Context: an optimization exercise on an open-source flow, tuned for small area and a short achievable clock period. The choices shown serve that exercise and are no tape-out recipe.
The RTL was checked by simulation tests, not by an equivalence proof against the original design.
Power is estimated from default activity; no workload was simulated.

## south
==> flow/design.v (excerpt) <==
module rob(
    input clk,
    input reset,
    input logic [3:0] inserted,
    input logic [4:0] archReg0,
    input logic [7:0] physReg0,
    input logic [10:0] opcode0,
    input logic [4:0] archReg1,
    input logic [7:0] physReg1,
    input logic [10:0] opcode1,
    input logic [4:0] archReg2,
    input logic [7:0] physReg2,
    input logic [10:0] opcode2,
    input logic [4:0] archReg3,
    input logic [7:0] physReg3,
    input logic [10:0] opcode3,
    input logic flushInst,
    input logic [6:0] flushIndex,
    input logic exception,
    input logic [6:0] exceptionIndex,
    input logic [3:0] executed,
    input logic [6:0] executedIndex0,
    input logic [6:0] executedIndex1,
    input logic [6:0] executedIndex2,
    input logic [6:0] executedIndex3,
    output logic [2:0] numCommited,
    output logic [3:0] commitValid,
    output logic [4:0] commitArchReg0,
    output logic [7:0] commitPhysReg0,
    output logic [10:0] commitOpcode0,
    output logic [4:0] commitArchReg1,
    output logic [7:0] commitPhysReg1,
    output logic [10:0] commitOpcode1,
    output logic [4:0] commitArchReg2,
    output logic [7:0] commitPhysReg2,
    output logic [10:0] commitOpcode2,
    output logic [4:0] commitArchReg3,
    output logic [7:0] commitPhysReg3,
    output logic [10:0] commitOpcode3,
    output logic full
);
Size: about 11000 cells after synthesis, about 3600 flip-flops, ~250 I/O pins.
==> flow/config.mk <==
export PLATFORM = sky130hd
export DESIGN_NAME = rob
export DESIGN_NICKNAME = rob
export VERILOG_FILES = /design/flow/design.v
export SDC_FILE = /design/flow/constraint.sdc
export NUM_CORES = 8
export LEC_CHECK = 0
export CAP_MARGIN = 20
export CORE_MARGIN = 2
export CORE_UTILIZATION = 42
export PLACE_DENSITY = 0.55
export SLEW_MARGIN = 20
==> flow/constraint.sdc <==
create_clock -name core_clock -period 12.0 [get_ports {clk}]
set_input_delay 2.4000 -clock core_clock [delete_from_list [all_inputs] [get_ports {clk}]]
set_output_delay 2.4000 -clock core_clock [all_outputs]
set_load 0.01 [all_outputs]
standard.sh (not shown) runs the stock make flow with config.mk's settings and CLKGATE_MAP_FILE= SYNTH_SCRIPT=/design/flow/synth_recipe.tcl, a recipe that flattens the netlist after the stock synthesis.
==> flow/flow/run.sh <==
#!/bin/bash
# The standard layout (standard.sh), with these changes to how it is made:
#  - timing repair aims at a setup slack of MARGIN ns instead of the default, so the
#    resizer keeps working on paths well inside the (unchanged) clock period;
#  - clock tree sinks are clustered in groups of up to 24 flip-flops, without dummy loads;
#  - the port buffers are plain buffers (buf_2), which the resizer can size, rather than
#    delay cells;
#  - before detailed placement, flow/pre_dp.tcl puts each flip-flop that drives an output
#    port buffer beside that buffer;
#  - up to 15 rounds of antenna repair after detailed routing (default 5).
# The clock period and constraints are the design's; make's output goes to standard.log,
# each ORFS step's own log is under orfs/logs/.
set -euo pipefail
HERE=$(pwd)
MARGIN=8.4
CTS="-sink_clustering_enable -repair_clock_nets -sink_clustering_size 24 -sink_clustering_max_diameter 100 -dont_use_dummy_load"
bash standard.sh SETUP_SLACK_MARGIN=$MARGIN "CTS_ARGS=$CTS" \
  "BUFFER_PORTS_ARGS=-buffer_cell sky130_fd_sc_hd__buf_2" \
  PRE_DETAIL_PLACE_TCL=$HERE/flow/pre_dp.tcl MAX_REPAIR_ANTENNAS_ITER_DRT=15 finish > standard.log 2>&1
Other scripts of this flow, unchanged in this note and not shown: flow/flow/pre_dp.tcl
south finished every stage and its layout cleared the timing, DRC and antenna checks.
--- input diff south..west ---
--- a/flow/flow/run.sh
+++ b/flow/flow/run.sh
@@ -13,5 +13,5 @@
 set -euo pipefail
 HERE=$(pwd)
-MARGIN=8.4
+MARGIN=8.25
 CTS="-sink_clustering_enable -repair_clock_nets -sink_clustering_size 24 -sink_clustering_max_diameter 100 -dont_use_dummy_load"
 bash standard.sh SETUP_SLACK_MARGIN=$MARGIN "CTS_ARGS=$CTS" \
Findings:
Re clock tree buffer count of the final layout: west is 1 down on south. west vs south, launch point of the worst path: exceptionIndex[1] vs flushIndex[3]. The capturing element of the worst setup path comes out ncr[0] in one run and ncr[1] in the other, namely in west and south respectively. Global-route usage: west vs south down 0.56 points. For relative area of non-clock buffer cells in the final design, south and west come out practically identical.

* * *

rob, a different RTL version from the one above (not shown whole).
Size in the first run: about 11000 cells after synthesis, about 3600 flip-flops, ~250 I/O pins, ~0.15 sq mm of cells after synthesis.
// rob
module rob(
    input clk,
    input reset,
    input logic [3:0] inserted,
    input logic [4:0] archReg0,
    input logic [7:0] physReg0,
    input logic [10:0] opcode0,
    input logic [4:0] archReg1,
    input logic [7:0] physReg1,
    input logic [10:0] opcode1,
    input logic [4:0] archReg2,
    input logic [7:0] physReg2,
    input logic [10:0] opcode2,
    input logic [4:0] archReg3,
    input logic [7:0] physReg3,
    input logic [10:0] opcode3,
    input logic flushInst,
    input logic [6:0] flushIndex,
    input logic exception,
    input logic [6:0] exceptionIndex,
    input logic [3:0] executed,
    input logic [6:0] executedIndex0,
    input logic [6:0] executedIndex1,
    input logic [6:0] executedIndex2,
    input logic [6:0] executedIndex3,
    output logic [2:0] numCommited,
    output logic [3:0] commitValid,
    output logic [4:0] commitArchReg0,
    output logic [7:0] commitPhysReg0,
    output logic [10:0] commitOpcode0,
    output logic [4:0] commitArchReg1,
    output logic [7:0] commitPhysReg1,
    output logic [10:0] commitOpcode1,
    output logic [4:0] commitArchReg2,
    output logic [7:0] commitPhysReg2,
    output logic [10:0] commitOpcode2,
    output logic [4:0] commitArchReg3,
    output logic [7:0] commitPhysReg3,
    output logic [10:0] commitOpcode3,
    output logic full
);
clock: 12.0 ns
lec_check: 0
cap_margin: 20
core_margin: 2
core_utilization: 42
place_density: 0.55
slew_margin: 20
==> flow/flow/run.sh <==
#!/bin/bash
# The standard layout (standard.sh), with these changes to how it is made:
#  - timing repair aims at a setup slack of MARGIN ns instead of the default, so the
#    resizer keeps working on paths well inside the (unchanged) clock period;
#  - clock tree sinks are clustered in groups of up to 22 flip-flops, without dummy loads;
#  - the port buffers are plain buffers (buf_4), which the resizer can size, rather than
#    delay cells;
#  - before detailed placement, flow/pre_dp.tcl puts each flip-flop that drives an output
#    port buffer beside that buffer;
#  - up to 15 rounds of antenna repair after detailed routing (default 5).
# The clock period and constraints are the design's; make's output goes to standard.log,
# each ORFS step's own log is under orfs/logs/.
set -euo pipefail
HERE=$(pwd)
MARGIN=8.25
CTS="-sink_clustering_enable -repair_clock_nets -sink_clustering_size 22 -sink_clustering_max_diameter 100 -dont_use_dummy_load"
bash standard.sh SETUP_SLACK_MARGIN=$MARGIN "CTS_ARGS=$CTS" \
  "BUFFER_PORTS_ARGS=-buffer_cell sky130_fd_sc_hd__buf_4" \
  PRE_DETAIL_PLACE_TCL=$HERE/flow/pre_dp.tcl MAX_REPAIR_ANTENNAS_ITER_DRT=15 finish > standard.log 2>&1
Other scripts of this flow, unchanged in this note and not shown: flow/flow/pre_dp.tcl
The first run produced a clean layout.
Then changed:
--- a/flow/flow/run.sh
+++ b/flow/flow/run.sh
@@ -5,3 +5,3 @@
 #  - clock tree sinks are clustered in groups of up to 22 flip-flops, without dummy loads;
-#  - the port buffers are plain buffers (buf_4), which the resizer can size, rather than
+#  - the port buffers are plain buffers (buf_2), which the resizer can size, rather than
 #    delay cells;
@@ -17,3 +17,3 @@
 bash standard.sh SETUP_SLACK_MARGIN=$MARGIN "CTS_ARGS=$CTS" \
-  "BUFFER_PORTS_ARGS=-buffer_cell sky130_fd_sc_hd__buf_4" \
+  "BUFFER_PORTS_ARGS=-buffer_cell sky130_fd_sc_hd__buf_2" \
   PRE_DETAIL_PLACE_TCL=$HERE/flow/pre_dp.tcl MAX_REPAIR_ANTENNAS_ITER_DRT=15 finish > standard.log 2>&1
- CORE_UTILIZATION: 42 -> 45
- PLACE_DENSITY: 0.55 -> 0.58
Result: The changed run completed without violations; routed wire length shrinks by a few percent; power came out lower slightly; via count went down slightly; combinational power went down by a few percent.

[separate check: timing with driven ports]
In the flow no input, the clock included, has a driving cell. The finished layouts below were timed again as built, in two steps. Step 1: set_driving_cell puts a clkbuf_16 on clk and a buf_2 on each other input, an assumption about the parent block. Step 2 also shifts input and output timing later by t, the mid clock arrival at the registers, as if the neighbouring blocks saw the same clock. Three values: ideal, step 1, step 2; two values: the first two.
run	t (ns)	setup slack, ns	worst register clock-pin slew, ns	worst slew at a driven data input, ns
south	0.996	7.882 / 7.893 / 6.924	0.10 / 0.10	0.30
west	1.010	8.083 / 8.004 / 7.067	0.12 / 0.12	0.30
the first run of note 2	1.048	8.055 / 7.947 / 7.185	0.11 / 0.11	0.07
the second run of note 2	1.004	8.043 / 8.043 / 7.148	0.10 / 0.10	0.10
After both steps setup and hold are still met in every run listed. The setup slack of west, which loses most, moves by -0.079 ns with the drivers and by -1.016 ns with both steps.
